This is an optimization exercise on Yosys and OpenROAD, whose aim is small area, a short achievable clock period and few clock cycles, not a production implementation. Function was checked by simulation only, so behaviour that the tests miss may differ from the original.

## flow/run.sh

```bash
#!/bin/bash
# synth_recipe.tcl (not shown) runs the flow's synth.tcl, then flattens the netlist and writes it again
# the make line also repeats each setting of config.mk as NAME=value (left out here)
make -C /OpenROAD-flow-scripts/flow DESIGN_CONFIG=/design/flow/config.mk WORK_HOME=/design/flow/orfs CLKGATE_MAP_FILE= SYNTH_SCRIPT=/design/flow/synth_recipe.tcl finish
```

## flow/config.mk

```make
export PLATFORM = sky130hd
export DESIGN_NAME = alu_add
export DESIGN_NICKNAME = alu_add
export VERILOG_FILES = /design/flow/design.v
export SDC_FILE = /design/flow/constraint.sdc
export NUM_CORES = 4
export LEC_CHECK = 0
export CAP_MARGIN = 20
export CORE_MARGIN = 2
export CORE_UTILIZATION = 40
export SLEW_MARGIN = 20
```

## flow/constraint.sdc

```tcl
create_clock -name core_clock -period 10.0 [get_ports {clk_i}]
set_input_delay 2.0000 -clock core_clock [delete_from_list [all_inputs] [get_ports {clk_i}]]
set_output_delay 2.0000 -clock core_clock [all_outputs]
set_load 0.01 [all_outputs]
```

## flow/design.v

```verilog
package calc_pkg;
    typedef struct packed {
        logic on;
        logic off;
        logic mem_rc;
        logic mem_sub;
        logic mem_add;
        logic op_percent;
        logic op_sqrt;
        logic op_div;
        logic op_mul;
        logic op_sub;
        logic op_add;
        logic op_eq;
        logic dot;
        logic num_1;
        logic num_2;
        logic num_3;
        logic num_4;
        logic num_5;
        logic num_6;
        logic num_7;
        logic num_8;
        logic num_9;
        logic num_0;
    } buttons_t;
    typedef enum logic [4:0] {
        B_NONE,          
        B_ON,            
        B_OFF,           
        B_MEM_RC,        
        B_MEM_SUB,       
        B_MEM_ADD,       
        B_OP_PERCENT,    
        B_OP_SQRT,       
        B_OP_DIV,        
        B_OP_MUL,        
        B_OP_SUB,        
        B_OP_ADD,        
        B_OP_EQ,         
        B_DOT,           
        B_NUM_1,         
        B_NUM_2,         
        B_NUM_3,         
        B_NUM_4,         
        B_NUM_5,         
        B_NUM_6,         
        B_NUM_7,         
        B_NUM_8,         
        B_NUM_9,         
        B_NUM_0,         
        B_UNKNOWN        
    } active_button_t;
    function automatic logic isNumberButton(active_button_t active_button);
        isNumberButton = ((active_button >= calc_pkg::B_NUM_1) && (active_button <= calc_pkg::B_NUM_0));
    endfunction
    function automatic logic isOpButton(active_button_t active_button);
        isOpButton = ((active_button >= calc_pkg::B_OP_DIV) && (active_button <= calc_pkg::B_OP_ADD));
    endfunction
    function automatic logic isEqButton(active_button_t active_button);
        isEqButton = (active_button == calc_pkg::B_OP_EQ);
    endfunction
    function automatic logic isDotButton(active_button_t active_button);
        isDotButton = (active_button == calc_pkg::B_DOT);
    endfunction
    typedef logic [3:0] bcd_t;
    function automatic logic [6:0] bcd2segments(bcd_t bcd);
        unique case (bcd)
            4'd0: bcd2segments = 7'b1111110;
            4'd1: bcd2segments = 7'b0110000;
            4'd2: bcd2segments = 7'b1101101;
            4'd3: bcd2segments = 7'b1111001;
            4'd4: bcd2segments = 7'b0110011;
            4'd5: bcd2segments = 7'b1011011;
            4'd6: bcd2segments = 7'b1011111;
            4'd7: bcd2segments = 7'b1110000;
            4'd8: bcd2segments = 7'b1111111;
            4'd9: bcd2segments = 7'b1111011;
            default: bcd2segments = 7'bxxxxxxx;
        endcase
    endfunction
    typedef enum logic [1:0] {
        OP_NONE,
        OP_ADD,
        OP_MUL,
        OP_DIV
    } op_t;
    function automatic op_t button2op(active_button_t active_button);
        unique case (active_button)
            calc_pkg::B_OP_DIV: button2op = calc_pkg::OP_DIV;
            calc_pkg::B_OP_MUL: button2op = calc_pkg::OP_MUL;
            calc_pkg::B_OP_SUB: button2op = calc_pkg::OP_ADD;
            calc_pkg::B_OP_ADD: button2op = calc_pkg::OP_ADD;
            default: button2op = calc_pkg::OP_NONE;
        endcase
    endfunction
    function automatic bcd_t button2bcd(active_button_t active_button);
        unique case (active_button)
            calc_pkg::B_NUM_1: button2bcd = 1;
            calc_pkg::B_NUM_2: button2bcd = 2;
            calc_pkg::B_NUM_3: button2bcd = 3;
            calc_pkg::B_NUM_4: button2bcd = 4;
            calc_pkg::B_NUM_5: button2bcd = 5;
            calc_pkg::B_NUM_6: button2bcd = 6;
            calc_pkg::B_NUM_7: button2bcd = 7;
            calc_pkg::B_NUM_8: button2bcd = 8;
            calc_pkg::B_NUM_9: button2bcd = 9;
            calc_pkg::B_NUM_0: button2bcd = 0;
            default: button2bcd = 0;
        endcase
    endfunction
    parameter NumDigits = 8;
    typedef logic unsigned [$clog2(NumDigits)-1:0] exponent_t;
    typedef struct packed {
        logic error;
        logic sign;
        exponent_t exponent;
        bcd_t [NumDigits-1:0] significand;
    } num_t;
    function automatic num_t neg(num_t num);
        neg = num;
        neg.sign = !num.sign;
    endfunction
endpackage
module alu_add (
    input   logic           clk_i,
    input   logic           rst_i,
    input   logic [36:0]    left_i,      
    input   logic [36:0]    right_i,     
    output  logic           in_ready_o,
    input   logic           in_valid_i,
    output  logic [36:0]    result_o,    
    input   logic           out_ready_i,
    output  logic           out_valid_o
);
logic [31:0] sa, sb, big, sml, sml_sh;
logic [2:0]  ea, eb, er, d_ab, d_ba, d;
logic        ga, gb, a_ge, g_big, g_small, sub;
assign sa = left_i[31:0];
assign sb = right_i[31:0];
assign ea = left_i[34:32];
assign eb = right_i[34:32];
assign ga = left_i[35];
assign gb = right_i[35];
assign a_ge    = (ea >= eb);
assign d_ab    = ea - eb;
assign d_ba    = eb - ea;
assign d       = a_ge ? d_ab : d_ba;
assign er      = a_ge ? ea : eb;
assign big     = a_ge ? sa : sb;
assign sml   = a_ge ? sb : sa;
assign g_big   = a_ge ? ga : gb;
assign g_small = a_ge ? gb : ga;
assign sub     = ga ^ gb;
assign sml_sh = sml >> {d, 2'b00};
logic [3:0] xd [8];
logic [3:0] yd [8];
logic [4:0] t  [8];
logic [7:0] g, p;
always_comb begin
    for (int i = 0; i < 8; i++) begin
        xd[i] = big[4*i +: 4];
        yd[i] = sub ? (4'd9 - sml_sh[4*i +: 4]) : sml_sh[4*i +: 4];
        t[i]  = 5'(xd[i]) + 5'(yd[i]);
        g[i]  = (t[i] >= 5'd10);
        p[i]  = (t[i] == 5'd9);
    end
end
logic [8:0] c0, c1;
logic [7:0] gg [4];
logic [7:0] pp [4];
always_comb begin
    gg[0] = g; pp[0] = p;
    for (int l = 0; l < 3; l++) begin
        for (int i = 0; i < 8; i++) begin
            if (i >= (1 << l)) begin
                gg[l+1][i] = gg[l][i] | (pp[l][i] & gg[l][i - (1 << l)]);
                pp[l+1][i] = pp[l][i] & pp[l][i - (1 << l)];
            end else begin
                gg[l+1][i] = gg[l][i];
                pp[l+1][i] = pp[l][i];
            end
        end
    end
    c0[0] = 1'b0;
    c1[0] = 1'b1;
    for (int i = 0; i < 8; i++) begin
        c0[i+1] = gg[3][i];
        c1[i+1] = gg[3][i] | pp[3][i];
    end
end
logic [31:0] s0, s1, s0c;
logic [4:0]  u0 [8];
logic [4:0]  u1 [8];
always_comb begin
    for (int i = 0; i < 8; i++) begin
        u0[i] = t[i] + 5'(c0[i]);
        u1[i] = t[i] + 5'(c1[i]);
        s0[4*i +: 4] = (u0[i] >= 5'd10) ? 4'(u0[i] - 5'd10) : u0[i][3:0];
        s1[4*i +: 4] = (u1[i] >= 5'd10) ? 4'(u1[i] - 5'd10) : u1[i][3:0];
        s0c[4*i +: 4] = 4'd9 - s0[4*i +: 4];
    end
end
logic        cy;
logic [31:0] sig1;
logic [2:0]  exp1;
logic        sgn1, err1;
assign cy = c0[8];
always_comb begin
    if (!sub) begin
        sig1 = cy ? {4'd1, s0[31:4]} : s0;
        exp1 = er + 3'(cy);
        err1 = cy & (er == 3'd7);
        sgn1 = ga;
    end else begin
        sig1 = cy ? s1 : s0c;
        exp1 = er;
        err1 = 1'b0;
        sgn1 = cy ? g_big : g_small;
    end
end
logic        valid_q;
logic [31:0] sig_q;
logic [2:0]  exp_q;
logic        sgn_q, err_q;
assign in_ready_o  = !valid_q || out_ready_i;
assign out_valid_o = valid_q;
always_ff @(posedge clk_i) begin
    if (rst_i)
        valid_q <= 1'b0;
    else if (in_ready_o)
        valid_q <= in_valid_i;
end
always_ff @(posedge clk_i) begin
    if (in_ready_o) begin
        sig_q <= sig1;
        exp_q <= exp1;
        sgn_q <= sgn1;
        err_q <= err1;
    end
end
logic [3:0]  lz;
logic [2:0]  k;
logic [31:0] sig2;
always_comb begin
    lz = 4'd8;
    for (int i = 0; i < 8; i++)
        if (sig_q[4*i +: 4] != 4'd0) lz = 4'(7 - i);
    k = ({1'b0, exp_q} < lz) ? exp_q : lz[2:0];
    sig2 = sig_q << {k, 2'b00};
end
assign result_o = {err_q, sgn_q & (sig_q != 32'd0), exp_q - k, sig2};
endmodule
```

==> summary.txt <==
via count=8498; Hold WS=877 ps; routability cong.=0.883; # rows=55; DP Worst Slack=-19.1 ps; slowest CP cell=or4b_4; Post-Route WL=25100 µm; Yosys reg bits=38; maximum net fanout on the critical path=15; CP arrival=9450 ps; # fillers=2224; fraction of layout cells with a size suffix above 1=12.3%; number of synthesis warnings=8; Num CTS Buffers=5; Worst Skew=6.18 ps; placed cells=1595; Pre-antenna DRT Iters=5; # diodes=0; post-synthesis sequential area ratio=12.1%; Max transition margin=40.8%; CTS tree=built; global routing usage on met1=28.9%; DR iter-0 viols=429; max-cap viol count=0; Max Freq=106 MHz; met2 Use GR=33.8%; number of enable flip-flop cells after synthesis=37; slowest stage delay, CP=510 ps; fin crit period=9430 ps; most used cell, CP=ha_1; final setup margin=565 ps; met3 Track Usage GR=1.27%; Area Growth Syn to Fin=22.1%; Post-Synthesis Cell Area=0.00931 mm²; # DRC=0; HP Class=register to register; Root Driver=clkbuf_16; total congestion overflow=0; Mapped Nets=1367; clock-pin slew on the worst setup and hold paths=60 ps; clk latency of the worst-skew pair=280 ps; final setup vio count=0; final slew viol count=0; H-tree depth=2; maximum clock insertion buffer count=2; Least-Margin Pin Slew=880 ps; fin cells=1608; routed wire length per instance=15.6 µm; status=no timing/DRC/antenna violations; Core Box Area=0.0228 mm²; CP Capture Type=register; PortBufs=114; R2R Setup Slk=8850 ps; number of distinct library cells after synthesis=67; crit share post-route=94.3%; vias per inst=5.28; first-pass GRT wire length=40600 µm; endpoints failing hold=0; initial antenna violation count=0; Mean Syn Cell Area=7.99 µm²; total global-route track usage=20.5%; die width=157 µm; clock sink count=38; largest net degree at the start of global routing=40; busiest grt layer=met2; die area=0.0245 mm²; fraction of registers with async set/reset=0%; Mapped Cells=1166; Starting Density=40.9%; Die H=157 µm; Final HPWL DP=21000 µm; Critical Path RT=10020 ps; Setup CP Type=primary input to register; CP Launch Type=primary input; Detail Route Antenna Nets=0; vias in the first global route=7962; hold_buf cts=0; final net count=1495; ys flop type=edfxtp_1; IO Pins=117
## critical path: cells and delay by family
| kind | cells | cell delay (ps) |
|---|---|---|
| AO/OA/AOI/OAI | 9 | 1680 |
| XOR/XNOR | 1 | 130 |
| adder cells (fa/ha/maj) | 7 | 1750 |
| buffers and inverters | 8 | 1270 |
| multiplexers | 4 | 1260 |
| AND/OR/NAND/NOR | 9 | 1360 |
## repair_timing
action                     4_1_cts  5_1_grt
buffers inserted                 0        4
setup endpoints to repair        0        9
resized for setup                0       12
## metrics by stage
stage | setup TNS (ps) | utilization (%) | instance area (µm²)
floorplan | 0 | - | 9310
global placement | 0 | 48.6 | 11100
detailed placement | -20.2 | 48.6 | 11100
CTS | 0 | 49.5 | 11300
global route | -24.8 | 49.9 | 11400
finish | 0 | 49.9 | 11400
## final timing paths
path | cells after the start | start | endpoint
worst min-delay path | 3 | valid_q$_SDFFE_PP0P_ | valid_q$_SDFFE_PP0P_
worst max-delay path | 38 | left_i[32] | sig_q[26]$_DFFE_PP_
worst min register to register | 3 | valid_q$_SDFFE_PP0P_ | valid_q$_SDFFE_PP0P_
worst max register to register | 2 | valid_q$_SDFFE_PP0P_ | sig_q[0]$_DFFE_PP_
## kinds of logic after synthesis
logic type	Yosys count	share of synthesized area [%]
muxes	166	20.5
buffers and inverters	136	5.82
adders and majority gates	123	17.4
AOI/OAI and AO/OA	208	14.0
and+or+nand+nor	393	20.4
DFF	38	12.1
xor gates and xnor gates	102	9.67
## final cells by class
class	instances	area (µm²)	share of cell area, %
clock buffers	6	139	1.22
clock inverters	2	60.1	0.528
inverters	88	333	2.93
multi-input cells	992	7730	68.0
flip-flops and latches	38	1130	9.95
well taps	313	392	3.44
repair buffers	169	1580	13.9
## sequential cells by signal, summed over array words and instances (netlist names)
name / count
err_q: 1
valid_q: 1
sgn_q: 1
sig_q: 32
exp_q: 3
## per-layer routing
metal,wire length [µm],vias to the layer above
met3,904,36
met5,0,-
li1,-,4412
met1,12300,3830
met4,633,0
met2,11200,220
## Yosys cell counts, types with 3 or more instances
library cell / n / area share [%]
o211ai_1: 4 / 0.32
a221oi_1: 4 / 0.38
xnor2_1: 82 / 7.7
nor3_1: 15 / 0.81
a211o_1: 3 / 0.28
ha_1: 112 / 15
a21oi_1: 66 / 3.5
clkbuf_1: 26 / 1.0
nor3b_1: 5 / 0.40
o21ai_1: 3 / 0.16
nand4_1: 10 / 0.67
nor4_1: 12 / 0.81
and2_1: 16 / 1.1
o21a_1: 5 / 0.40
edfxtp_1: 37 / 12
fa_1: 11 / 2.4
buf_1: 8 / 0.32
and3_1: 10 / 0.67
or2_2: 9 / 0.60
or3_1: 11 / 0.74
nand3b_1: 8 / 0.64
inv_1: 86 / 3.5
a31oi_1: 11 / 0.74
or4_1: 4 / 0.32
a21boi_0: 4 / 0.32
mux2i_1: 103 / 11
nand3_1: 36 / 1.9
a21o_1: 22 / 1.8
mux2_2: 46 / 5.6
nand2_1: 130 / 5.2
o22ai_1: 6 / 0.40
a211oi_1: 14 / 1.1
mux4_2: 15 / 3.6
nand2b_1: 18 / 1.2
buf_2: 11 / 0.59
xor2_1: 19 / 1.8
o21ai_0: 47 / 2.5
nor2_1: 91 / 3.7
nor2b_1: 10 / 0.67
o311ai_0: 3 / 0.28
## placed cells by master, fill, tap and decap left out, types with 4 or more instances in the layout
master,count
nand2_1,130
clkdlybuf4s50_1,114
ha_1,112
mux2i_1,99
nor2_1,91
inv_1,86
xnor2_1,79
a21oi_1,65
buf_4,53
mux2_2,46
o21ai_0,44
edfxtp_1,37
nand3_1,36
a21o_1,22
nand2b_1,17
xor2_1,17
and2_1,16
nor3_1,15
mux4_2,15
a211oi_1,14
nor4_1,12
a31oi_1,11
or3_1,11
fa_1,11
and3_1,10
nand4_1,10
nor2b_1,10
or2_2,9
nand3b_1,8
o22ai_1,6
o21ai_1,6
clkbuf_16,6
nor3b_1,5
o21a_1,5
mux2i_2,4
or4_1,4
o211ai_1,4
a221oi_1,4
Testbench counts, summed over its fixed seeds: cycles 3,208.

separate check: timing with driven ports:
Ports are ideal in the flow. The routed layout listed here was re-timed in OpenROAD. Step 1 sets driving cells, clkbuf_16 on the clock port and buf_2 on the other inputs (assumed; they add their load-dependent delay and slew). Step 2, shift: input delay + t, output delay - t, t = (earliest + latest rising clock arrival at the registers) / 2. This alone moves slack from input paths to output paths. Slacks: ideal ports / drivers / drivers and shift; pairs: ideal ports / drivers.
t (ns): 0.315
setup slack, ns: 0.565 / 0.579 / 0.264
hold slack, ns: 0.877 / 0.877 / 0.877
After both steps this run still meets setup and hold. For this run, drivers alone change the setup slack by +0.014 ns; drivers and shift together by -0.301 ns.
